Context: an optimization exercise on an open-source flow, tuned for small area. The choices shown serve that exercise and are no tape-out recipe. Function was checked by simulation only, so behaviour that the tests miss may differ from the original. Power figures rest on the tool's default switching activity, not on a simulated workload.

==> flow/design.v (outline; a module is shown in full before it is edited, if it fits) <==
// module ALU: 2480 lines
// module MIPS_ALU_top: 32 lines
module MIPS_ALU_top (
    input             clk,
    input      [31:0] dataA,
    input      [31:0] dataB,
    input      [3:0]  control,
    input      [4:0]  shmt,
    output reg [31:0] dataC,
    output reg        carry,
    output reg        zero,
    output reg        negative
);
  // ...
==> flow/run.sh <==
#!/bin/bash
# synth_recipe.tcl (not shown) runs the flow's synth.tcl, then flattens the netlist and writes it again
# the make line also repeats each setting of config.mk as NAME=value (left out here)
make -C /OpenROAD-flow-scripts/flow DESIGN_CONFIG=/design/flow/config.mk WORK_HOME=/design/flow/orfs CLKGATE_MAP_FILE= SYNTH_SCRIPT=/design/flow/synth_recipe.tcl finish
==> flow/config.mk <==
export PLATFORM = sky130hd
export DESIGN_NAME = MIPS_ALU_top
export DESIGN_NICKNAME = MIPS_ALU_top
export VERILOG_FILES = /design/flow/design.v
export SDC_FILE = /design/flow/constraint.sdc
export NUM_CORES = 4
export LEC_CHECK = 0
export ABC_AREA = 1
export CAP_MARGIN = 20
export CORE_MARGIN = 2
export CORE_UTILIZATION = 40
export GPL_TIMING_DRIVEN = 0
export SETUP_SLACK_MARGIN = 0.2
export SLEW_MARGIN = 20
==> flow/constraint.sdc <==
create_clock -name core_clock -period 11.0 [get_ports {clk}]
set_input_delay 2.2000 -clock core_clock [delete_from_list [all_inputs] [get_ports {clk}]]
set_output_delay 2.2000 -clock core_clock [all_outputs]
set_load 0.01 [all_outputs]
==> impl_results.md, run 1 <==
* Status: no timing/DRC/antenna violations
* Cell area after placement at 19200 µm²
* Sequential share of power at between 10% and 20%
* Setup repair after global routing missed its margin: false
* HPWL after detailed placement at approximately 70 mm
* Met2 usage in global routing at ~56%
* Area occupied by multi-input gates at between 10000 and 15000 µm²
* Fraction of synthesized cell area taken by the top area cell type at between 20% and 30%
* Sequential-to-total area share from yosys stat at about 7.9%
* Multi-input comb cells at between 1500 and 2000
* Die height at 213 µm
* Syn Nets at about 2600
* Number of placement rows at between 70 and 80
* Worst IR drop on VDD at 149 µV
* Met1 Resource Use GR at 49.9%
* Die Footprint at 45300 µm²
* Leading cell type in the layout, fill and taps excluded: sky130_fd_sc_hd__o22ai_1
* Remaining design rule violation count at 0
* Crit path buffers/inverters at 7
* Pwr dens at between 100 and 150 nW/µm²
* Worst-case register-to-register setup slack at just under 10 ns
* Synth async-reset ratio at 0%
* Number of standard cells in the final layout excluding fillers at slightly below 3000
* Hold Vio Cnt, Final at 0
* Master cell of the clock root buffer: sky130_fd_sc_hd__clkbuf_16
* Routed via count at ~18000
* Measured slew at the worst slew-check pin at ~1.1 ns
* Synth warn at 1
* Data required time at the worst endpoint at 11.20 ns
* Register clock-pin slew on the reported worst setup and hold paths at approximately 0.050 ns
* Post-cts sizing count at 35
* Slowest Stage Delay on Critical Path at between 0.6 and 0.7 ns
* Commonest cells post-synth: 291 x sky130_fd_sc_hd__inv_1, 280 x sky130_fd_sc_hd__o22ai_1, 277 x sky130_fd_sc_hd__nand2_1
* Sequential cell count at 69
* Origin of the critical flop-to-flop path: r_q[1]$_DFF_P_
* Relative contribution of combinational cells to total power at between 70% and 80%
* Signal buffers at approximately 240
* Filler cells at ~4400
* Non-clock inverter instance count of the final layout at approximately 330
* Count of different cell masters after synthesis at 47
* Most instantiated library cell after synthesis: sky130_fd_sc_hd__inv_1
* CTS tree: built
* Fraction of standard cell area in multi-input logic at 72.6%
* FMAX at roughly 94 MHz
==> run 2: changes to the inputs <==
--- a/flow/config.mk
+++ b/flow/config.mk
@@ -9,6 +9,7 @@
 export CAP_MARGIN = 20
 export CORE_MARGIN = 2
 export CORE_UTILIZATION = 40
+export CTS_BUF_LIST = sky130_fd_sc_hd__clkbuf_4 sky130_fd_sc_hd__clkbuf_8
 export GPL_TIMING_DRIVEN = 0
 export SETUP_SLACK_MARGIN = 0.2
 export SLEW_MARGIN = 20
==> impl_results.md, run 2 <==
* Max-cap violations at 0 (unchanged)
* Worst IR drop on VDD at 115 µV (was 149 µV)
* Number of placement rows at 76 (unchanged)
* Pin count of the biggest net entering global routing at 13 (unchanged)
* Crit share post-route at 97.4% (was 96.3%)
* Number of max-slew violations in the final report at 0 (unchanged)
* Area inside the core boundary at 43100 µm² (unchanged)
* Initial Utilization at 40.5% (unchanged)
* CTS tree: built (unchanged)
* Clock latency reported for the late side of the worst-skew pair at 0.33 ns (was 0.32 ns)
* Residual antenna-violating net count after detailed routing at 0 (unchanged)
* Global-route wire length before repair at 120 mm (about the same)
* Sort of element at the end of the critical path: flip-flop (unchanged)
* Crit path buffers/inverters at 8 (was 7)
* Overall fraction of global-route tracks in use at 37.4% (was 37.5%)
* Area added between synthesis and finish at 13.0% (was 13.8%)
* Flip-flop count of the largest register, all copies and words added at 33 (unchanged)
* Maximum clock path buffer count at 2 (unchanged)
* Slowest Stage Delay on Critical Path at 0.59 ns (was 0.61 ns)
* Worst-case register-to-register setup slack at 9.74 ns (was 9.82 ns)
* Time the final worst path needs with I/O delays and setup at 10.72 ns (was 10.60 ns)
* Pre-antenna DRT Iters at 9 (was 8)
* Most instantiated library cell after synthesis: sky130_fd_sc_hd__inv_1 (unchanged)
* Total of endpoints with negative setup slack in the final report at 0 (unchanged)
* Remaining design rule violation count at 0 (unchanged)
* Vias in the first global route at 17500 (was 17400)
* Number of flip-flops and latches in the synthesized netlist at 69 (unchanged)
* Cell leakage power at 7.62 nW (was 7.72 nW)
* Largest delay contributor family on the critical path: adder cells (unchanged)
* CP dominant cell by count: sky130_fd_sc_hd__fa_1 (unchanged)
* Number of enable flip-flop cells after synthesis at 0 (unchanged)
* Largest registers: r_q x33, dataC x32 (unchanged)
* Inserted Clock Buffers at 9 (unchanged)
* Gate Count Post-Synth at 2204 (unchanged)
* Syn Nets at 2621 (unchanged)
* Reg2reg end: zero$_DFF_P_ (unchanged)
* Status: no timing/DRC/antenna violations (unchanged)
* Number of nets in the layout at 2748 (was 2749)
* Count of different cell masters after synthesis at 47 (unchanged)
* Setup repair after global routing missed its margin: true (was false)
* Clock sink total at 69 (unchanged)
* Master cell of the clock root buffer: sky130_fd_sc_hd__clkbuf_8 (was sky130_fd_sc_hd__clkbuf_16)
* Type of the tightest min-delay check: flip-flop to flip-flop (unchanged)
* Ant diodes at 0 (unchanged)
* CTS H-tree lvls at 3 (unchanged)
* Most instantiated flip-flop cell in the synthesis netlist: sky130_fd_sc_hd__dfxtp_1 (unchanged)
* Final estimated routing congestion in global placement at 1.07 (unchanged)
* Hold-fix buffer count after cts at 0 (unchanged)
* Arrival time at the worst endpoint at 10.92 ns (was 10.79 ns)
* Horizontal extent of the die at 213 µm (unchanged)
* Critical Path Fanout Max at 10 (unchanged)
* Hold Vio Cnt, Final at 0 (unchanged)
* Type of element launching the critical path: input port (unchanged)
* Largest clock skew in the final design at 0.00376 ns (was 0.00349 ns)
* Slew margin rel. at 24.1% (was 25.2%)
* Layout cells sized above 1 at 6.85% (was 7.10%)
* Synth async-reset ratio at 0% (unchanged)
* Endpoint of the worst setup timing path: r_q[31]$_DFF_P_ (unchanged)
* Register clock-pin slew on the reported worst setup and hold paths at 0.07 ns (was 0.05 ns)
* Largest register by flop count: r_q (unchanged)
* DR vias/cell at 6.07 (was 6.06)
* HPWL after detailed placement at 69.5 mm (unchanged)
* Die height at 213 µm (unchanged)
* Fraction of synthesized cell area taken by the top area cell type at 29.0% (unchanged)
* Total congestion overflow after global routing at 0 (unchanged)
* Worst path slowest cell: sky130_fd_sc_hd__fa_1 (was sky130_fd_sc_hd__clkdlybuf4s50_1)
* FMAX at 93.3 MHz (was 94.4 MHz)
* Path type of the worst setup path: input port to flip-flop (unchanged)
* Cell type with the largest total area after synthesis: sky130_fd_sc_hd__fa_1 (unchanged)
* Routed via count at 17700 (about the same)
* Number of logic stages on the critical path including buffering at 30 (unchanged)
* Synth warn at 1 (unchanged)
* Worst Setup SP: control[1] (unchanged)
* Die Footprint at 45300 µm² (unchanged)
* I/O pin count at 109 (unchanged)
* Post-layout util at 45.8% (was 46.1%)
* Measured slew at the worst slew-check pin at 1.14 ns (was 1.12 ns)
* Number of input and output port buffers inserted at 107 (unchanged)
* Origin of the critical flop-to-flop path: r_q[0]$_DFF_P_ (was r_q[1]$_DFF_P_)
* Pwr dens at 141 nW/µm² (was 144 nW/µm²)
* Sequential-to-total area share from yosys stat at 7.92% (unchanged)
* Commonest cells post-synth: 291 x sky130_fd_sc_hd__inv_1, 280 x sky130_fd_sc_hd__o22ai_1, 277 x sky130_fd_sc_hd__nand2_1 (unchanged)
* Power Total at 0.00278 W (was 0.00285 W)
* Register-to-Register Path Depth at 3 (unchanged)
* Average wire per standard cell at 28.9 µm (about the same)
* Data required time at the worst endpoint at 11.20 ns (about the same)
* Area of the mapped netlist at 17400 µm² (unchanged)
* Leading cell types by total area after synthesis: sky130_fd_sc_hd__fa_1 29%, sky130_fd_sc_hd__xor2_1 13%, sky130_fd_sc_hd__o22ai_1 10% (unchanged)
* Total length of routed wires at 84.4 mm (about the same)
* Initial detailed-routing violation count at 2142 (was 2180)
* Mean area per synthesized cell at 7.92 µm² (unchanged)
* Initial antenna violation count at 1 (unchanged)
* Highest-count cells in the layout ignoring fill and taps: 280 x sky130_fd_sc_hd__inv_1, 280 x sky130_fd_sc_hd__o22ai_1, 277 x sky130_fd_sc_hd__nand2_1 (was 280 x sky130_fd_sc_hd__o22ai_1, 279 x sky130_fd_sc_hd__inv_1, 277 x sky130_fd_sc_hd__nand2_1)
-- run 2: cell counts after synthesis --
No cell type changed its count.
-- run 2: repair_timing --
item,in CTS,in global routing
endpoints found under the setup margin,20,20
setup buffers,2,7
gates cloned,0,0
pin swaps,1,0
gates resized for setup,33,93
-- run 2: worst min path at each step --
| stage | from | end | slack [ns] | cells past startpoint |
|---|---|---|---|---|
| 6_report | negative_q$_DFF_P_ | negative$_DFF_P_ | 0.33 | 0 |
| 5_1_grt | negative_q$_DFF_P_ | negative$_DFF_P_ | 0.33 | 0 |
| 4_1_cts | negative_q$_DFF_P_ | negative$_DFF_P_ | 0.33 | 0 |
| 3_5_place_dp | negative_q$_DFF_P_ | negative$_DFF_P_ | 0.32 | 0 |
| 3_3_place_gp | negative_q$_DFF_P_ | negative$_DFF_P_ | 0.32 | 0 |
| 2_1_floorplan | negative_q$_DFF_P_ | negative$_DFF_P_ | 0.31 | 0 |
-- run 2: cell type report --
| cell class | count | area, µm² |
|---|---|---|
| buffer | 125 | 554 |
| sequential | 69 | 1380 |
| clock buffer | 11 | 145 |
| timing repair buffer | 116 | 1170 |
| multi-input combinational | 1681 | 14400 |
| clock inverter | 5 | 58.8 |
| inverter | 329 | 1280 |
| fill | 4381 | 23400 |
| tap | 585 | 732 |
-- run 2: logic make-up (layout without fill, tap and decap cells) --
kind of cell             after synthesis  after routing  synth area share, %
buffers and inverters                454            586                 10.0
AO/OA/AOI/OAI                        571            571                 19.4
adder cells (fa/ha/maj)              343            343                 35.5
AND/OR/NAND/NOR                      462            462                 11.9
flip-flops                            69             69                 7.92
XOR/XNOR                             305            305                 15.3
-- run 2: per-layer routing --
| layer | global-route usage, % | vias to the layer above | share of wire, % | wire length (µm) |
|---|---|---|---|---|
| li1 | - | 7633 | - | - |
| met3 | 10.6 | 219 | 12 | 10400 |
| met1 | 49.6 | 8694 | 40 | 33700 |
| met2 | 56.0 | 1178 | 42 | 35300 |
| met4 | 18.0 | 2 | 5.8 | 4900 |
| met5 | 0 | - | 0.015 | 13 |
-- run 2: power breakdown --
part           internal [W]  total [W]  switching [W]
Sequential         0.000387   0.000429      0.0000425
Combinational      0.000854    0.00215        0.00129
Clock              0.000114   0.000201      0.0000871
-- run 2: stage by stage --
step	setup slack, ns	cell area [µm²]	TNS (ns)	hold slack (ns)	cells
detailed placement	-0.901	19200	-11.39	0.321	2896
floorplan	1.98	17400	0	0.310	2204
finish	0.283	19700	0	0.329	2921
global placement	-0.906	19200	-11.56	0.316	2896
global route	0.178	19700	0	0.334	2921
CTS	0.204	19500	0	0.332	2914
-- run 2: worst reg2reg max path, delay by kind of cell (launching register included) --
family           cells  cell delay (ns)
AND/OR/NAND/NOR      3             0.88
flip-flops           1             0.31
==> run 3: changes to the inputs <==
--- a/flow/config.mk
+++ b/flow/config.mk
@@ -8,7 +8,7 @@
 export ABC_AREA = 1
 export CAP_MARGIN = 20
 export CORE_MARGIN = 2
-export CORE_UTILIZATION = 40
+export CORE_UTILIZATION = 50
 export CTS_BUF_LIST = sky130_fd_sc_hd__clkbuf_4 sky130_fd_sc_hd__clkbuf_8
 export GPL_TIMING_DRIVEN = 0
 export SETUP_SLACK_MARGIN = 0.2
==> impl_results.md, run 3 <==
* Main combinational cell family by area after synthesis: adder cells (unchanged)
* CTS tree: built (unchanged)
* Average wire per standard cell at 29.3 µm (was 28.9 µm)
* Register clock-pin slew on the reported worst setup and hold paths at 0.06 ns (was 0.07 ns)
* Slew margin rel. at 24.5% (was 24.1%)
* Critical Path Fanout Max at 10 (unchanged)
* Largest register by flop count: r_q (unchanged)
* DR vias/cell at 6.45 (was 6.07)
* Setup repair after global routing missed its margin: false (was true)
* Number of nets in the layout at 2744 (was 2748)
* Clock latency reported for the late side of the worst-skew pair at 0.33 ns (about the same)
* Number of enable flip-flop cells after synthesis at 0 (unchanged)
* CTS H-tree lvls at 3 (unchanged)
* Gate Count Post-Synth at 2204 (unchanged)
* Slowest Stage Delay on Critical Path at 0.68 ns (was 0.59 ns)
* HPWL after detailed placement at 66.9 mm (was 69.5 mm)
* Fraction of synthesized cell area taken by the top area cell type at 29.0% (unchanged)
* Master cell of the clock root buffer: sky130_fd_sc_hd__clkbuf_8 (unchanged)
* Residual antenna-violating net count after detailed routing at 0 (unchanged)
* Reg2reg end: zero$_DFF_P_ (unchanged)
* Number of input and output port buffers inserted at 107 (unchanged)
* Post-layout util at 56.5% (was 45.8%)
* Crit share post-route at 97.8% (was 97.4%)
* Initial detailed-routing violation count at 2753 (was 2142)
* Die Footprint at 36400 µm² (was 45300 µm²)
* Pre-antenna DRT Iters at 10 (was 9)
* Vias in the first global route at 17500 (about the same)
* Area added between synthesis and finish at 11.5% (was 13.0%)
* Time the final worst path needs with I/O delays and setup at 10.76 ns (was 10.72 ns)
* Flip-flop count of the largest register, all copies and words added at 33 (unchanged)
* Inserted Clock Buffers at 9 (unchanged)
* Sort of element at the end of the critical path: flip-flop (unchanged)
* I/O pin count at 109 (unchanged)
* Number of placement rows at 68 (was 76)
* Number of cells on the worst hold path at 0 (unchanged)
* Most instantiated library cell after synthesis: sky130_fd_sc_hd__inv_1 (unchanged)
* Most instantiated flip-flop cell in the synthesis netlist: sky130_fd_sc_hd__dfxtp_1 (unchanged)
* Final estimated routing congestion in global placement at 1.08 (was 1.07)
* Clock sink total at 69 (unchanged)
* Number of flip-flops and latches in the synthesized netlist at 69 (unchanged)
* Synth async-reset ratio at 0% (unchanged)
* Hold-fix buffer count after cts at 0 (unchanged)
* Worst min-delay path startpoint: negative_q$_DFF_P_ (unchanged)
* Post-synthesis compound-gate area fraction at 19.4% (unchanged)
* Cell type with the largest total area after synthesis: sky130_fd_sc_hd__fa_1 (unchanged)
* CP dominant cell by count: sky130_fd_sc_hd__fa_1 (unchanged)
* Pwr dens at 141 nW/µm² (about the same)
* Global-route wire length before repair at 116 mm (was 120 mm)
* Post-synthesis share of cell area spent on and, or, nand and nor gates at 11.9% (unchanged)
* Remaining design rule violation count at 0 (unchanged)
* Type of element launching the critical path: input port (unchanged)
* Initial Utilization at 50.6% (was 40.5%)
* Post-synthesis adder-cell area fraction at 35.5% (unchanged)
* Arrival time at the worst endpoint at 10.99 ns (was 10.92 ns)
* Setup TNS Final at 0 ns (unchanged)
* Worst path slowest cell: sky130_fd_sc_hd__clkbuf_1 (was sky130_fd_sc_hd__fa_1)
* Post-synthesis xor/xnor area fraction at 15.3% (unchanged)
* Hold Vio Cnt, Final at 0 (unchanged)
* Initial antenna violation count at 3 (was 1)
* Leading cell types by total area after synthesis: sky130_fd_sc_hd__fa_1 29%, sky130_fd_sc_hd__xor2_1 13%, sky130_fd_sc_hd__o22ai_1 10% (unchanged)
* Type of the tightest min-delay check: flip-flop to flip-flop (unchanged)
* Total congestion overflow after global routing at 0 (unchanged)
* Total length of routed wires at 81.5 mm (was 84.4 mm)
* Maximum clock path buffer count at 2 (unchanged)
* Area inside the core boundary at 34500 µm² (was 43100 µm²)
* Mux cell area share after synthesis at 0% (unchanged)
* Mean area per synthesized cell at 7.92 µm² (unchanged)
* Worst-case register-to-register setup slack at 9.74 ns (about the same)
* Number of standard cells in the final layout excluding fillers at 2787 (was 2921)
* Largest registers: r_q x33, dataC x32 (unchanged)
* Syn Nets at 2621 (unchanged)
* Status: no timing/DRC/antenna violations (unchanged)
* Overall fraction of global-route tracks in use at 44.7% (was 37.4%)
* Origin of the critical flop-to-flop path: r_q[1]$_DFF_P_ (was r_q[0]$_DFF_P_)
* Crit path buffers/inverters at 9 (was 8)
* Leading cell type in the layout, fill and taps excluded: sky130_fd_sc_hd__inv_1
* Register-to-Register Path Depth at 3 (unchanged)
* Cell leakage power at 7.57 nW (was 7.62 nW)
* Commonest cells post-synth: 291 x sky130_fd_sc_hd__inv_1, 280 x sky130_fd_sc_hd__o22ai_1, 277 x sky130_fd_sc_hd__nand2_1 (unchanged)
* Sequential-to-total area share from yosys stat at 7.92% (unchanged)
* Number of instances in the placed design at 2766 (was 2896)
* Synth warn at 1 (unchanged)
* Die height at 191 µm (was 213 µm)
* Total of endpoints with negative setup slack in the final report at 0 (unchanged)
* Data required time at the worst endpoint at 11.23 ns (was 11.20 ns)
* Layout cells sized above 1 at 6.09% (was 6.85%)
* Count of different cell masters after synthesis at 47 (unchanged)
* Filler cells at 3316 (was 4381)
* Area of the mapped netlist at 17400 µm² (unchanged)
* Horizontal extent of the die at 191 µm (was 213 µm)
* Routed via count at 18000 (was 17700)
* Worst min-delay path endpoint: negative$_DFF_P_ (unchanged)
* Largest clock skew in the final design at 0.00355 ns (was 0.00376 ns)
* Path type of the worst setup path: input port to flip-flop (unchanged)
* Setup slack at placement at -0.804 ns (was -0.901 ns)
* Measured slew at the worst slew-check pin at 1.13 ns (was 1.14 ns)
* Pin count of the biggest net entering global routing at 12 (was 13)
* Highest-count cells in the layout ignoring fill and taps: 284 x sky130_fd_sc_hd__inv_1, 280 x sky130_fd_sc_hd__o22ai_1, 277 x sky130_fd_sc_hd__nand2_1 (was 280 x sky130_fd_sc_hd__inv_1, 280 x sky130_fd_sc_hd__o22ai_1, 277 x sky130_fd_sc_hd__nand2_1)
* Worst IR drop on VDD at 165 µV (was 115 µV)
* Smallest setup slack after layout at 0.241 ns (was 0.283 ns)
* Largest delay contributor family on the critical path: adder cells (unchanged)
* Max-cap violations at 0 (unchanged)
* FMAX at 92.9 MHz (was 93.3 MHz)
* Number of max-slew violations in the final report at 0 (unchanged)
run 3: power by group:
group          internal, W  switching [W]
Clock             0.000105      0.0000823
Sequential        0.000387      0.0000454
Combinational     0.000840        0.00128
run 3: cell type report:
| class | count | area [µm²] | share of cell area (%) |
|---|---|---|---|
| Clock inverter | 5 | 52.6 | 0.270 |
| Buffer | 125 | 551 | 2.83 |
| Multi-Input combinational cell | 1681 | 14400 | 73.8 |
| Clock buffer | 10 | 131 | 0.675 |
| Timing Repair Buffer | 112 | 1150 | 5.89 |
| Sequential cell | 69 | 1380 | 7.10 |
| Inverter | 329 | 1270 | 6.54 |
| Antenna cell | 1 | 2.50 | 0.0129 |
| Tap cell | 455 | 569 | 2.93 |
run 3: cell families (layout without fill, tap and decap cells):
kind of cell	count (synthesis)	count (layout)
AO/OA/AOI/OAI	571	571
AND/OR/NAND/NOR	462	462
buffers and inverters	454	581
adder cells (fa/ha/maj)	343	343
XOR/XNOR	305	305
flip-flops	69	69
other	0	1
run 3: routing by layer:
| layer | share of wire [%] | vias up | GRT usage, % | wire length, µm |
|---|---|---|---|---|
| li1 | - | 7612 | - | - |
| met1 | 38 | 8687 | 57.5 | 30900 |
| met2 | 42 | 1396 | 66.9 | 34000 |
| met3 | 14 | 284 | 15.2 | 11400 |
| met4 | 6.3 | 6 | 22.0 | 5130 |
| met5 | 0.092 | - | 0 | 75 |
run 3: worst max-delay path by stage:
stage	endpoint	start	cells past startpoint
5_1_grt	r_q[31]$_DFF_P_	dataA[9]	36
6_report	r_q[2]$_DFF_P_	control[1]	30
3_3_place_gp	r_q[31]$_DFF_P_	dataA[15]	32
3_5_place_dp	r_q[31]$_DFF_P_	dataA[15]	32
2_1_floorplan	r_q[29]$_DFF_P_	dataA[29]	31
4_1_cts	r_q[0]$_DFF_P_	dataA[29]	34
run 3: what timing repair did:
| action | 4_1_cts | 5_1_grt |
|---|---|---|
| setup buffers | 2 | 3 |
| gates cloned | 0 | 0 |
| pin swaps | 1 | 0 |
| endpoints found under the setup margin | 17 | 22 |
| gates resized for setup | 21 | 83 |
run 3: through the flow:
stage / hold slack [ns] / cell area (µm²) / power, W
6_report: 0.328 / 19500 / 0.00274
3_5_place_dp: 0.315 / 19100 / 0.00245
3_3_place_gp: 0.315 / 19100 / 0.00242
4_1_cts: 0.331 / 19300 / 0.00266
5_1_grt: 0.343 / 19500 / 0.00293
2_1_floorplan: 0.310 / 17400 / 0.00170
==> run 4: changes to the inputs <==
--- a/flow/config.mk
+++ b/flow/config.mk
@@ -8,8 +8,5 @@
 export ABC_AREA = 1
 export CAP_MARGIN = 20
 export CORE_MARGIN = 2
-export CORE_UTILIZATION = 50
-export CTS_BUF_LIST = sky130_fd_sc_hd__clkbuf_4 sky130_fd_sc_hd__clkbuf_8
-export GPL_TIMING_DRIVEN = 0
-export SETUP_SLACK_MARGIN = 0.2
+export CORE_UTILIZATION = 40
 export SLEW_MARGIN = 20
==> impl_results.md, run 4 <==
* Internal Dissipation at 0.00145 W (was 0.00133 W)
* Initial Utilization at 40.5% (was 50.6%)
* Share of total power in the clock network at 9.6% (was 6.8%)
* Routed via count at 17300 (was 18000)
* Measured slew at the worst slew-check pin at 1.17 ns (was 1.13 ns)
* Remaining design rule violation count at 0 (unchanged)
* Commonest cells post-synth: 291 x sky130_fd_sc_hd__inv_1, 280 x sky130_fd_sc_hd__o22ai_1, 277 x sky130_fd_sc_hd__nand2_1 (unchanged)
* Sw Ratio at 50.2% (was 51.3%)
* Sequential-to-total area share from yosys stat at 7.92% (unchanged)
* Number of nets in the layout at 2763 (was 2744)
* Routed wl met3 at 7.64 mm (was 11.4 mm)
* DR vias/cell at 5.88 (was 6.45)
* Area occupied by multi-input gates at 14300 µm² (was 14400 µm²)
* Data required time at the worst endpoint at 11.24 ns (was 11.23 ns)
* Area of the mapped netlist at 17400 µm² (unchanged)
* Total of endpoints with negative setup slack in the final report at 0 (unchanged)
* Initial antenna violation count at 0 (was 3)
* Critical Path Fanout Max at 34 (was 10)
* HPWL after detailed placement at 62.4 mm (was 66.9 mm)
* Type of the tightest min-delay check: flip-flop to flip-flop (unchanged)
* Hold-fix buffer count after cts at 0 (unchanged)
* Register-to-Register Path Depth at 3 (unchanged)
* Synth async-reset ratio at 0% (unchanged)
* Relative contribution of combinational cells to total power at 75.4% (was 77.4%)
* Reg2reg end: zero$_DFF_P_ (unchanged)
* Storage cell area at 1380 µm² (unchanged)
* Setup TNS Final at 0 ns (unchanged)
* Total congestion overflow after global routing at 0 (unchanged)
* Number of placement rows at 76 (was 68)
* Switching power at 0.00146 W (was 0.00141 W)
* Slew margin rel. at 22.1% (was 24.5%)
* Setup repair after global routing missed its margin: false (unchanged)
* Number of input and output port buffers inserted at 108 (was 107)
* Largest registers: r_q x33, dataC x32 (unchanged)
* Number of max-slew violations in the final report at 0 (unchanged)
* Largest register by flop count: r_q (unchanged)
* Residual antenna-violating net count after detailed routing at 0 (unchanged)
* Worst-case register-to-register setup slack at 9.79 ns (was 9.74 ns)
* Horizontal extent of the die at 213 µm (was 191 µm)
* Wire length on met1 at 30.5 mm (was 30.9 mm)
* Sequential share of power at 15.0% (was 15.8%)
* Fraction of synthesized cell area taken by the top area cell type at 29.0% (unchanged)
* Largest clock skew in the final design at 0.00359 ns (was 0.00355 ns)
* Pwr dens at 144 nW/µm² (was 141 nW/µm²)
* Mean area per synthesized cell at 7.92 µm² (unchanged)
* Number of cells on the worst hold path at 0 (unchanged)
* Worst min-delay path startpoint: negative_q$_DFF_P_ (unchanged)
* Smallest setup slack after layout at 0.387 ns (was 0.241 ns)
* Layout cells sized above 1 at 9.36% (was 6.09%)
* Highest-count cells in the layout ignoring fill and taps: 291 x sky130_fd_sc_hd__inv_1, 280 x sky130_fd_sc_hd__o22ai_1, 274 x sky130_fd_sc_hd__nand2_1 (was 284 x sky130_fd_sc_hd__inv_1, 280 x sky130_fd_sc_hd__o22ai_1, 277 x sky130_fd_sc_hd__nand2_1)
* Cell leakage power at 7.88 nW (was 7.57 nW)
* Maximum clock path buffer count at 2 (unchanged)
* Overall fraction of global-route tracks in use at 33.8% (was 44.7%)
* CTS H-tree lvls at 3 (unchanged)
* Most instantiated flip-flop cell in the synthesis netlist: sky130_fd_sc_hd__dfxtp_1 (unchanged)
* Gate Count Post-Synth at 2204 (unchanged)
* FMAX at 94.2 MHz (was 92.9 MHz)
* Leading cell types by total area after synthesis: sky130_fd_sc_hd__fa_1 29%, sky130_fd_sc_hd__xor2_1 13%, sky130_fd_sc_hd__o22ai_1 10% (unchanged)
* Post-CTS setup repair buffer count at 0 (was 2)
* Max-cap violations at 0 (unchanged)
* Clock sink total at 69 (unchanged)
* Met2 routed WL at 32.6 mm (was 34.0 mm)
* CTS tree: built (unchanged)
* Flip-flop count of the largest register, all copies and words added at 33 (unchanged)
* Clock latency reported for the late side of the worst-skew pair at 0.32 ns (was 0.33 ns)
* Filler cells at 4270 (was 3316)
* Average wire per standard cell at 25.6 µm (was 29.3 µm)
* Area inside the core boundary at 43100 µm² (was 34500 µm²)
* Worst min-delay path endpoint: negative$_DFF_P_ (unchanged)
* Sort of element at the end of the critical path: flip-flop (unchanged)
* Pre-antenna DRT Iters at 6 (was 10)
* Die Footprint at 45300 µm² (was 36400 µm²)
* Area added between synthesis and finish at 15.8% (was 11.5%)
* Vias in the first global route at 17300 (was 17500)
* Initial detailed-routing violation count at 1994 (was 2753)
* Origin of the critical flop-to-flop path: r_q[0]$_DFF_P_ (was r_q[1]$_DFF_P_)
* Arrival time at the worst endpoint at 10.86 ns (was 10.99 ns)
* Number of flip-flops and latches in the synthesized netlist at 69 (unchanged)
* Total length of routed wires at 75.1 mm (was 81.5 mm)
* I/O pin count at 109 (unchanged)
* Leading cell type in the layout, fill and taps excluded: sky130_fd_sc_hd__inv_1 (unchanged)
* Top layer used by detailed routing: met4 (was met5)
* Most instantiated library cell after synthesis: sky130_fd_sc_hd__inv_1 (unchanged)
* Register clock-pin slew on the reported worst setup and hold paths at 0.05 ns (was 0.06 ns)
* Die height at 213 µm (was 191 µm)
* Time the final worst path needs with I/O delays and setup at 10.61 ns (was 10.76 ns)
* Setup slack at placement at 0.0677 ns (was -0.804 ns)
* Crit share post-route at 96.5% (was 97.8%)
* Hold Vio Cnt, Final at 0 (unchanged)
* Final estimated routing congestion in global placement at 1.05 (was 1.08)
* Type of element launching the critical path: input port (unchanged)
* Number of enable flip-flop cells after synthesis at 0 (unchanged)
* Count of different cell masters after synthesis at 47 (unchanged)
* Inserted Clock Buffers at 9 (unchanged)
* Path type of the worst setup path: input port to flip-flop (unchanged)
* Pin count of the biggest net entering global routing at 35 (was 12)
* Cell type with the largest total area after synthesis: sky130_fd_sc_hd__fa_1 (unchanged)
* Synth warn at 1 (unchanged)
* Syn Nets at 2621 (unchanged)
* Status: no timing/DRC/antenna violations (unchanged)
* Master cell of the clock root buffer: sky130_fd_sc_hd__clkbuf_16 (was sky130_fd_sc_hd__clkbuf_8)
* Worst IR drop on VDD at 181 µV (was 165 µV)
* Global-route wire length before repair at 112 mm (was 116 mm)
run 4: metal layers:
| layer | global-route usage, % | vias to the layer above |
|---|---|---|
| met1 | 45.1 | 8402 |
| met3 | 6.99 | 201 |
| met2 | 52.1 | 1025 |
| met5 | 0 | - |
| li1 | - | 7640 |
| met4 | 16.7 | 0 |
run 4: worst max-delay path, stage by stage:
cell and delay [ns]:
sky130_fd_sc_hd__clkdlybuf4s50_1 0.61, sky130_fd_sc_hd__inv_2 0.09, sky130_fd_sc_hd__nor2_2 0.22, sky130_fd_sc_hd__nand2_2 0.41, sky130_fd_sc_hd__o21ai_0 0.77, sky130_fd_sc_hd__clkinv_1 0.55, sky130_fd_sc_hd__buf_4 0.34, sky130_fd_sc_hd__o22ai_1 0.15
sky130_fd_sc_hd__xor2_1 0.22, sky130_fd_sc_hd__fa_1 0.48, sky130_fd_sc_hd__fa_1 0.50, sky130_fd_sc_hd__fa_1 0.42, sky130_fd_sc_hd__fa_1 0.41, sky130_fd_sc_hd__fa_1 0.49, sky130_fd_sc_hd__inv_1 0.05, sky130_fd_sc_hd__fa_1 0.51
sky130_fd_sc_hd__ha_1 0.32, sky130_fd_sc_hd__ha_1 0.34, sky130_fd_sc_hd__a21o_1 0.19, sky130_fd_sc_hd__a221oi_1 0.33, sky130_fd_sc_hd__o21ai_0 0.25, sky130_fd_sc_hd__a31oi_1 0.26, sky130_fd_sc_hd__fa_1 0.52, sky130_fd_sc_hd__o21ai_0 0.18
run 4: power by group through the flow:
stage	Sequential, W	Clock, W	Combinational (W)
2_1_floorplan	0.000461	0	0.00124
3_3_place_gp	0.000439	0	0.00213
3_5_place_dp	0.000442	0	0.00215
4_1_cts	0.000437	0.000284	0.00217
5_1_grt	0.000448	0.000292	0.00240
6_report	0.000436	0.000280	0.00219
run 4: worst max path at each step:
stage / startpoint / cells after the start / end / slack, ns
after global routing: control[3] / 29 / r_q[31]$_DFF_P_ / 0.09
after detailed placement: control[3] / 24 / r_q[30]$_DFF_P_ / 0.07
after CTS: control[3] / 24 / r_q[30]$_DFF_P_ / 0.38
after global placement: control[3] / 24 / r_q[1]$_DFF_P_ / 0.24
after floorplan: dataA[29] / 31 / r_q[29]$_DFF_P_ / 1.98
final: control[3] / 24 / r_q[30]$_DFF_P_ / 0.39
run 4: cell type report:
| cell class | instances | share of cell area, % |
|---|---|---|
| diodes | 1 | 0.0124 |
| clock buffers | 12 | 1.22 |
| clock inverters | 4 | 0.235 |
| inverters | 329 | 6.11 |
| multi-input cells | 1681 | 71.0 |
| flip-flops and latches | 69 | 6.84 |
| well taps | 585 | 3.62 |
| repair buffers | 256 | 11.0 |
run 4: cell families (layout without fill, tap and decap cells):
kind of cell	Yosys count	in the layout	synth area share, %
xor+xnor	305	305	15.3
fa+ha+maj	343	343	35.5
buf+inv	454	601	10.0
simple gates	462	462	11.9
flops	69	69	7.92
compound gates	571	571	19.4
other cells	0	1	0
run 4: repair_timing:
action	in CTS	in global routing
resized for setup	0	1
hold endpoints to repair	0	0
endpoints found under the setup margin	0	2
run 4: stage by stage:
| stage | utilization, % | total power, W | hold WS [ns] | cells | cell area [µm²] |
|---|---|---|---|---|---|
| 3_3_place_gp | 46.2 | 0.00256 | 0.315 | 2920 | 19900 |
| 6_report | 46.9 | 0.00291 | 0.324 | 2937 | 20200 |
| 4_1_cts | 46.9 | 0.00289 | 0.324 | 2936 | 20200 |
| 5_1_grt | 46.9 | 0.00314 | 0.343 | 2936 | 20200 |
| 3_5_place_dp | 46.2 | 0.00259 | 0.312 | 2920 | 19900 |
| 2_1_floorplan | - | 0.00170 | 0.310 | 2204 | 17400 |
==> run 5: changes to the inputs <==
==> flow/flow/run.sh (new file) <==
#!/bin/bash
set -uo pipefail
W=$(pwd)
{ cat <<'EOT'
# synth_recipe.tcl with ABC's -script argument pointed at flow/abc.script
proc abc {args} {
  set i [lsearch -exact $args -script]
  if {$i >= 0} { lset args [expr {$i + 1}] @ABC@ }
  yosys abc {*}$args
}
EOT
cat synth_recipe.tcl; } | sed "s#@ABC@#$W/flow/abc.script#" > synth_abc.tcl
bash standard.sh SYNTH_SCRIPT=$W/synth_abc.tcl synth > synth.log 2>&1 || exit 1
bash standard.sh > layout.log 2>&1
==> flow/flow/abc.script (new file) <==
strash
&get -n
&st
&dch
&nf -R 1000
&put
topo
stime -c
buffer -c
upsize -c
dnsize -c
==> flow/standard.sh (new file) <==
#!/bin/bash
# synth_recipe.tcl (not shown) runs the flow's synth.tcl, then flattens the netlist and writes it again
# the make line also repeats each setting of config.mk as NAME=value (left out here)
make -C /OpenROAD-flow-scripts/flow DESIGN_CONFIG=/design/flow/config.mk WORK_HOME=/design/flow/orfs CLKGATE_MAP_FILE= SYNTH_SCRIPT=/design/flow/synth_recipe.tcl "${@:-finish}"
--- a/flow/config.mk
+++ b/flow/config.mk
@@ -9,4 +9,7 @@
 export CAP_MARGIN = 20
 export CORE_MARGIN = 2
 export CORE_UTILIZATION = 40
+export CTS_BUF_LIST = sky130_fd_sc_hd__clkbuf_4 sky130_fd_sc_hd__clkbuf_8
+export GPL_TIMING_DRIVEN = 0
+export SETUP_SLACK_MARGIN = 0.2
 export SLEW_MARGIN = 20
removed: flow/run.sh
==> impl_results.md, run 5 <==
* Number of placement rows at 74 (was 76)
* Path type of the worst setup path: input port to flip-flop (unchanged)
* Count of different cell masters after synthesis at 49 (was 47)
* Arrival time at the worst endpoint at 10.95 ns (was 10.86 ns)
* Smallest setup slack after layout at 0.282 ns (was 0.387 ns)
* Sort of element at the end of the critical path: flip-flop (unchanged)
* Cell area after placement at 18300 µm² (was 19900 µm²)
* Total length of routed wires at 83.4 mm (was 75.1 mm)
* Routed wl met3 at 9.41 mm (was 7.64 mm)
* Post-synthesis compound-gate area fraction at 20.8% (was 19.4%)
* Critical Path Fanout Max at 10 (was 34)
* Hold Vio Cnt, Final at 0 (unchanged)
* I/O pin count at 109 (unchanged)
* FMAX at 93.3 MHz (was 94.2 MHz)
* Main combinational cell family by area after synthesis: adder cells (unchanged)
* Layout cells sized above 1 at 15.5% (was 9.36%)
* Post-synthesis share of cell area spent on and, or, nand and nor gates at 6.92% (was 11.9%)
* Maximum clock path buffer count at 2 (unchanged)
* Synth warn at 1 (unchanged)
* Largest registers: r_q x33, dataC x32 (unchanged)
* Sequential-to-total area share from yosys stat at 8.38% (was 7.92%)
* Worst min-delay path startpoint: negative_q$_DFF_P_ (unchanged)
* Remaining design rule violation count at 0 (unchanged)
* Pwr dens at 164 nW/µm² (was 144 nW/µm²)
* Pre-antenna DRT Iters at 6 (unchanged)
* Number of nets in the layout at 2482 (was 2763)
* Mean area per synthesized cell at 8.63 µm² (was 7.92 µm²)
* Area inside the core boundary at 40700 µm² (was 43100 µm²)
* Setup repair after global routing missed its margin: false (unchanged)
* Flip-flop count of the largest register, all copies and words added at 33 (unchanged)
* Origin of the critical flop-to-flop path: r_q[17]$_DFF_P_ (was r_q[0]$_DFF_P_)
* Vias in the first global route at 16900 (was 17300)
* CTS H-tree lvls at 3 (unchanged)
* Cell leakage power at 6.95 nW (was 7.88 nW)
* DR vias/cell at 6.43 (was 5.88)
* Mux cell area share after synthesis at 0.243% (was 0%)
* Status: no timing/DRC/antenna violations (unchanged)
* Pin count of the biggest net entering global routing at 14 (was 35)
* Data required time at the worst endpoint at 11.23 ns (was 11.24 ns)
* Fin Hold WS at 0.330 ns (was 0.324 ns)
* Largest register by flop count: r_q (unchanged)
* Routed via count at 16700 (was 17300)
* Initial Utilization at 40.4% (was 40.5%)
* Number of input and output port buffers inserted at 103 (was 108)
* Leading cell type in the layout, fill and taps excluded: sky130_fd_sc_hd__o22ai_1 (was sky130_fd_sc_hd__inv_1)
* Measured slew at the worst slew-check pin at 1.17 ns (about the same)
* Largest clock skew in the final design at 0.00313 ns (was 0.00359 ns)
* Highest-count cells in the layout ignoring fill and taps: 284 x sky130_fd_sc_hd__o22ai_1, 265 x sky130_fd_sc_hd__xnor2_1, 235 x sky130_fd_sc_hd__fa_1 (was 291 x sky130_fd_sc_hd__inv_1, 280 x sky130_fd_sc_hd__o22ai_1, 274 x sky130_fd_sc_hd__nand2_1)
* Initial detailed-routing violation count at 1944 (was 1994)
* Number of enable flip-flop cells after synthesis at 0 (unchanged)
* Average wire per standard cell at 32.0 µm (was 25.6 µm)
* Worst path slowest cell: sky130_fd_sc_hd__fa_1 (was sky130_fd_sc_hd__o21ai_0)
* Wire length on met1 at 31.7 mm (was 30.5 mm)
* Setup slack at placement at -3.16 ns (was 0.0677 ns)
* Die Footprint at 42800 µm² (was 45300 µm²)
* Inserted Clock Buffers at 9 (unchanged)
* Slew margin rel. at 21.5% (was 22.1%)
* Number of instances in the placed design at 2549 (was 2920)
* Total congestion overflow after global routing at 0 (unchanged)
* Type of the tightest min-delay check: flip-flop to flip-flop (unchanged)
* Master cell of the clock root buffer: sky130_fd_sc_hd__clkbuf_8 (was sky130_fd_sc_hd__clkbuf_16)
* Commonest cells post-synth: 295 x sky130_fd_sc_hd__o22ai_1, 269 x sky130_fd_sc_hd__xnor2_1, 253 x sky130_fd_sc_hd__fa_1 (was 291 x sky130_fd_sc_hd__inv_1, 280 x sky130_fd_sc_hd__o22ai_1, 277 x sky130_fd_sc_hd__nand2_1)
* Clock latency reported for the late side of the worst-skew pair at 0.35 ns (was 0.32 ns)
* Horizontal extent of the die at 207 µm (was 213 µm)
* Initial antenna violation count at 3 (was 0)
* Number of max-slew violations in the final report at 0 (unchanged)
* Top layer used by detailed routing: met5 (was met4)
* Leading cell types by total area after synthesis: sky130_fd_sc_hd__fa_1 31%, sky130_fd_sc_hd__xnor2_1 14%, sky130_fd_sc_hd__o22ai_1 11% (was sky130_fd_sc_hd__fa_1 29%, sky130_fd_sc_hd__xor2_1 13%, sky130_fd_sc_hd__o22ai_1 10%)
* Area of the mapped netlist at 16500 µm² (was 17400 µm²)
* Global-route wire length before repair at 118 mm (was 112 mm)
* Overall fraction of global-route tracks in use at 39.2% (was 33.8%)
* Number of standard cells in the final layout excluding fillers at 2603 (was 2937)
* Clock sink total at 69 (unchanged)
* Die height at 207 µm (was 213 µm)
* Most instantiated library cell after synthesis: sky130_fd_sc_hd__o22ai_1 (was sky130_fd_sc_hd__inv_1)
* Worst Setup SP: dataA[19] (was control[3])
* Slowest Stage Delay on Critical Path at 0.61 ns (was 0.77 ns)
* Final estimated routing congestion in global placement at 1.07 (was 1.05)
* Cell type with the largest total area after synthesis: sky130_fd_sc_hd__fa_1 (unchanged)
* Post-synthesis xor/xnor area fraction at 18.3% (was 15.3%)
* Setup TNS Final at 0 ns (unchanged)
* Met2 routed WL at 36.4 mm (was 32.6 mm)
* Max-cap violations at 0 (unchanged)
* Area added between synthesis and finish at 21.2% (was 15.8%)
* Worst IR drop on VDD at 249 µV (was 181 µV)
* Crit share post-route at 97.4% (was 96.5%)
* Number of flip-flops and latches in the synthesized netlist at 69 (unchanged)
* Residual antenna-violating net count after detailed routing at 0 (unchanged)
* Synth async-reset ratio at 0% (unchanged)
* Most instantiated flip-flop cell in the synthesis netlist: sky130_fd_sc_hd__dfxtp_1 (unchanged)
* Post-route cell area at 20000 µm² (was 20200 µm²)
* HPWL after detailed placement at 67.0 mm (was 62.4 mm)
* Post-synthesis adder-cell area fraction at 37.7% (was 35.5%)
* Time the final worst path needs with I/O delays and setup at 10.72 ns (was 10.61 ns)
* Fraction of synthesized cell area taken by the top area cell type at 30.7% (was 29.0%)
* Filler cells at 3982 (was 4270)
* CTS tree: built (unchanged)
* Register clock-pin slew on the reported worst setup and hold paths at 0.07 ns (was 0.05 ns)
* Total of endpoints with negative setup slack in the final report at 0 (unchanged)
* Type of element launching the critical path: input port (unchanged)
* Gate Count Post-Synth at 1909 (was 2204)
* Syn Nets at 2326 (was 2621)
[run 5: cell types whose count changed after synthesis, moves of 11 or more]
| cell | before | now |
|---|---|---|
| sky130_fd_sc_hd__nor3_1 | 9 | 20 |
| sky130_fd_sc_hd__nand3_1 | 69 | 6 |
| sky130_fd_sc_hd__xnor2_1 | 52 | 269 |
| sky130_fd_sc_hd__inv_1 | 291 | 175 |
| sky130_fd_sc_hd__a22oi_1 | 0 | 22 |
| sky130_fd_sc_hd__o221ai_1 | 1 | 12 |
| sky130_fd_sc_hd__nand2_1 | 277 | 87 |
| sky130_fd_sc_hd__clkinv_1 | 23 | 0 |
| sky130_fd_sc_hd__o22ai_1 | 280 | 295 |
| sky130_fd_sc_hd__nor2_1 | 49 | 95 |
| sky130_fd_sc_hd__o21ai_0 | 136 | 71 |
| sky130_fd_sc_hd__inv_2 | 15 | 2 |
| sky130_fd_sc_hd__xor2_1 | 253 | 75 |
| sky130_fd_sc_hd__clkbuf_1 | 93 | 138 |
[run 5: per-layer routing]
layer,global-route usage [%],vias up
met5,0,-
met2,60.6,1234
li1,-,6905
met1,51.0,8274
met3,7.96,312
met4,22.0,2
[run 5: worst max-delay path: cells and delay by family]
| family | cells | cell delay, ns |
|---|---|---|
| xor gates and xnor gates | 2 | 0.35 |
| AOI/OAI and AO/OA | 9 | 1.57 |
| adders and majority gates | 9 | 3.88 |
| buffers and inverters | 8 | 1.81 |
| and+or+nand+nor | 8 | 1.08 |
[run 5: cell type report]
type                    count  area (µm²)  share of cell area [%]
diodes                      1        2.50                  0.0125
clock buffers               9         124                   0.620
repair buffers            145        1380                    6.93
multi-input cells        1506       14700                    73.6
clock inverters             7        72.6                   0.363
flip-flops and latches     69        1380                    6.92
inverters                 177         664                    3.33
plain buffers             157         977                    4.89
well taps                 532         666                    3.33
[run 5: stage by stage]
step / utilization [%] / total power (W)
finish: 49.0 / 0.00327
global route: 49.0 / 0.00350
CTS: 47.5 / 0.00313
detailed placement: 44.8 / 0.00270
global placement: 44.6 / 0.00268
floorplan: - / 0.00170
[run 5: path summary, 6_finish.rpt]
kind | slack [ns] | cells after the start | to
worst max register to register | 9.71 | 3 | zero$_DFF_P_
worst min register to register | 0.33 | 0 | negative$_DFF_P_
worst max-delay path | 0.28 | 36 | r_q[0]$_DFF_P_
worst min-delay path | 0.33 | 0 | negative$_DFF_P_
[run 5: cell families (layout without fill, tap and decap cells)]
group	Yosys count	in the layout
simple gates	259	259
buf+inv	334	495
xor+xnor	344	344
fa+ha+maj	345	345
other cells	0	1
mux	4	4
compound gates	554	554
flops	69	69
[run 5: repair_timing]
| item | 4_1_cts | 5_1_grt |
|---|---|---|
| cloned | 1 | 0 |
| buffers inserted | 20 | 16 |
| endpoints found under the setup margin | 33 | 11 |
| hold buffers | 0 | 0 |
| gates resized for setup | 248 | 187 |
| pin swaps | 25 | 34 |
[run 5: power by group]
part	internal, W	switching, W	total (W)
Clock	0.000105	0.0000967	0.000202
Sequential	0.000388	0.0000516	0.000440
Combinational	0.00106	0.00157	0.00263
Total	0.00156	0.00172	0.00327

## what the ideal ports hide
No port has a modelled driver above. Below, the same layouts with a new extraction and two added sets of constraints.
Step 1: set_driving_cell puts a clkbuf_16 on clk and a buf_2 on each other input, an assumption about the parent block.
Step 2 times the ports against the registers' clock, not the clock port: input delays grow and output delays shrink by t, the midpoint of the rising clock arrivals with the driver on.
Slacks: no drivers / after step 1 / after step 2; pairs: no drivers / after step 1.
run | t, ns | setup slack, ns | hold slack, ns | worst setup path at the end | clock arrival spread, ns
run 1 | 0.349 | 0.405 / 0.410 / 0.061 | 0.324 / 0.324 / 0.324 | input to register | 0.005 / 0.005
run 2 | 0.356 | 0.283 / 0.286 / -0.070 | 0.329 / 0.329 / 0.329 | input to register | 0.008 / 0.008
run 3 | 0.352 | 0.241 / 0.237 / -0.116 | 0.328 / 0.328 / 0.328 | input to register | 0.004 / 0.005
run 4 | 0.357 | 0.387 / 0.395 / 0.038 | 0.324 / 0.324 / 0.324 | input to register | 0.005 / 0.004
run 5 | 0.373 | 0.282 / 0.293 / -0.081 | 0.330 / 0.330 / 0.330 | input to register | 0.005 / 0.005
With both steps, setup timing fails in run 2, run 3 and run 5, where it was met with ideal ports. For run 5, which loses most, drivers alone change the setup slack by +0.011 ns; drivers and shift together by -0.363 ns.
